What follows belongs to an exercise in optimizing a design on an open flow for a short achievable clock period and few clock cycles per item; a production flow would make more cautious choices. The flow treats the clock pin as an ideal source. Dropping or thinning the clock tree relies on that and would not hold on a real chip. No activity file was given, so power comes from the tool's default toggle rates.

// dram_controller
module dram_controller #
  (
    parameter   integer NUMBER_OF_COLUMNS = 8,
    parameter   integer NUMBER_OF_ROWS = 128,
    parameter   integer NUMBER_OF_BANKS = 8,
    parameter   integer REFRESH_RATE = 125,  
    parameter   integer CLK_FREQUENCY = 100,  
    parameter   integer U_DATA_WIDTH = 2,
    parameter   integer DRAM_DATA_WIDTH = 2,
    parameter integer COLUMN_WIDTH = $clog2(NUMBER_OF_COLUMNS/DRAM_DATA_WIDTH),
    parameter integer ROW_WIDTH = $clog2(NUMBER_OF_ROWS),
    parameter integer BANK_ID_WIDTH = $clog2(NUMBER_OF_BANKS),
    parameter integer U_ADDR_WIDTH = BANK_ID_WIDTH + ROW_WIDTH + COLUMN_WIDTH,
    parameter integer CYCLES_BETWEEN_REFRESH = CLK_FREQUENCY*REFRESH_RATE - 100,
    parameter integer DRAM_ADDR_WIDTH = ROW_WIDTH > COLUMN_WIDTH ? ROW_WIDTH : COLUMN_WIDTH,
    parameter integer REFRESH_COUNTER_WIDTH = $clog2(CYCLES_BETWEEN_REFRESH)
  )
  (
    input                         u_rst_n,
    input                         u_clk,
    input                         u_en,
    input   [U_ADDR_WIDTH-1:0]    u_addr,
    input   [U_DATA_WIDTH-1:0]    u_data_i,
    input                         u_cmd,
    output  [U_DATA_WIDTH-1:0]    u_data_o,
    output                        u_data_valid,
    output                        u_cmd_ack,
    output                        u_busy,
    input   [DRAM_DATA_WIDTH-1:0]   dram_rd_data,
    input                           dram_refresh_done,
    output  [DRAM_DATA_WIDTH-1:0]   dram_wr_data,
    output  [DRAM_ADDR_WIDTH-1:0]   dram_addr,
    output  [BANK_ID_WIDTH-1:0]     dram_bank_id,
    output                          dram_cs_n,
    output                          dram_ras_n,
    output                          dram_cas_n,
    output                          dram_we_n,
    output                          dram_clk_en
  );
Settings: LEC_CHECK=0, ABC_CLOCK_PERIOD_IN_PS=1500, CAP_MARGIN=20, CORE_MARGIN=2, CORE_UTILIZATION=40, SETUP_SLACK_MARGIN=3.5, SLEW_MARGIN=20; clock period 5.0 ns.
standard.sh (not shown) runs the stock make flow with config.mk's settings and CLKGATE_MAP_FILE= SYNTH_SCRIPT=/design/flow/synth_recipe.tcl, a recipe that flattens the netlist after the stock synthesis.
==> flow/flow/run.sh <==
#!/bin/bash
# The standard layout, with one change: cts_pre.tcl builds a shallow two-level
# clock tree by hand in place of TritonCTS.
set -euo pipefail
export PRE_CTS_TCL="$PWD/flow/cts_pre.tcl"
export FLOW_ROOT_BUF=sky130_fd_sc_hd__clkbuf_16
export FLOW_LEAF_BUF=sky130_fd_sc_hd__clkbuf_16
export FLOW_LEAF_SPLIT=2
bash standard.sh finish > standard.log 2>&1
==> flow/flow/cts_pre.tcl <==
# Two-level clock tree built by hand in place of TritonCTS: the clock sinks
# are split by position into four groups of equal size (halves by x, then each
# half by y), and each group again into FLOW_LEAF_SPLIT (two by x, or four). Each small group gets a leaf
# clkbuf at its centre; each large group a root clkbuf at its centre, driving
# its four leaves; the clock port drives the four roots.
set block [ord::get_db_block]
set db [ord::get_db]
set root_master [$db findMaster $::env(FLOW_ROOT_BUF)]
set leaf_master [$db findMaster $::env(FLOW_LEAF_BUF)]
set clk_net [$block findNet u_clk]

# split a list of {item x y} in two, by x
proc split2 { items } {
  set byx [lsort -integer -index 1 $items]
  set h [expr {[llength $byx] / 2}]
  return [list [lrange $byx 0 [expr {$h - 1}]] [lrange $byx $h end]]
}

# split a list of {item x y} in four: halves by x, then each by y
proc split4 { items } {
  set byx [lsort -integer -index 1 $items]
  set h [expr {[llength $byx] / 2}]
  set out {}
  foreach half [list [lrange $byx 0 [expr {$h - 1}]] [lrange $byx $h end]] {
    set byy [lsort -integer -index 2 $half]
    set q [expr {[llength $byy] / 2}]
    lappend out [lrange $byy 0 [expr {$q - 1}]] [lrange $byy $q end]
  }
  return $out
}

proc centre { items } {
  set sx 0
  set sy 0
  foreach s $items {
    incr sx [lindex $s 1]
    incr sy [lindex $s 2]
  }
  set n [llength $items]
  return [list [expr {$sx / $n}] [expr {$sy / $n}]]
}

proc add_buf { master name in_net out_net xy } {
  set block [ord::get_db_block]
  set inst [odb::dbInst_create $block $master $name]
  [$inst findITerm A] connect $in_net
  [$inst findITerm X] connect $out_net
  $inst setLocation [expr {[lindex $xy 0] - [$master getWidth] / 2}] \
    [expr {[lindex $xy 1] - [$master getHeight] / 2}]
  $inst setPlacementStatus PLACED
  return $inst
}

set sinks {}
foreach it [$clk_net getITerms] {
  set bb [[$it getInst] getBBox]
  lappend sinks [list $it [expr {([$bb xMin] + [$bb xMax]) / 2}] [expr {([$bb yMin] + [$bb yMax]) / 2}]]
}
puts "clock sinks: [llength $sinks]"
foreach s $sinks { [lindex $s 0] disconnect }

set r 0
foreach group [split4 $sinks] {
  set rnet [odb::dbNet_create $block clknet_r$r]
  $rnet setSigType CLOCK
  add_buf $root_master clkbuf_r$r $clk_net $rnet [centre $group]
  set l 0
  foreach leaf [split$::env(FLOW_LEAF_SPLIT) $group] {
    set lnet [odb::dbNet_create $block clknet_r${r}_l$l]
    $lnet setSigType CLOCK
    add_buf $leaf_master clkbuf_r${r}_l$l $rnet $lnet [centre $leaf]
    foreach s $leaf { [lindex $s 0] connect $lnet }
    puts "leaf $r.$l: [llength $leaf] sinks at [centre $leaf]"
    incr l
  }
  incr r
}
$clk_net setSigType CLOCK

set_propagated_clock [all_clocks]

proc clock_tree_synthesis { args } {
  puts "clock_tree_synthesis skipped: the clock tree was built by cts_pre.tcl"
}
The first run went through all stages and came out clean.
Then changed:
--- a/flow/flow/run.sh
+++ b/flow/flow/run.sh
@@ -7,3 +7,3 @@
 export FLOW_LEAF_BUF=sky130_fd_sc_hd__clkbuf_16
-export FLOW_LEAF_SPLIT=2
+export FLOW_LEAF_SPLIT=4
 bash standard.sh finish > standard.log 2>&1
- The new run completed without violations
- wire length drops by 2.0%
- sequential share of layout area climbs by 0.55 points
- clock power climbs by 40%
- final area drops by 1.3%
- critical path depth drops by 1
No run of this note included a check of the RTL's function; only the layout flow was run. In every run of this note, the design's own scripts or RTL, not TritonCTS, make the clock network.

[static timing again, ports no longer ideal]
Ports are ideal in the flow. The routed layouts listed here were re-timed in OpenROAD.
Step 1: set_driving_cell puts a clkbuf_16 on u_clk and a buf_2 on each other input, an assumption about the parent block.
Step 2 times the ports against the registers' clock, not the clock port: input delays grow and output delays shrink by t, the midpoint of the rising clock arrivals with the driver on.
a / b / c = no drivers / after step 1 / after step 2; a / b = the first two.
| run | t (ns) | setup WS [ns] | worst setup path after step 2 | worst register clock-pin slew, ns | worst slew at a driven data input, ns |
|---|---|---|---|---|---|
| the first run | 0.379 | 2.805 / 2.805 / 2.805 | register to register | 0.10 / 0.10 | 0.03 |
| the second run | 0.379 | 2.876 / 2.876 / 2.876 | register to register | 0.06 / 0.06 | 0.03 |
After both steps setup and hold are still met in every run listed.
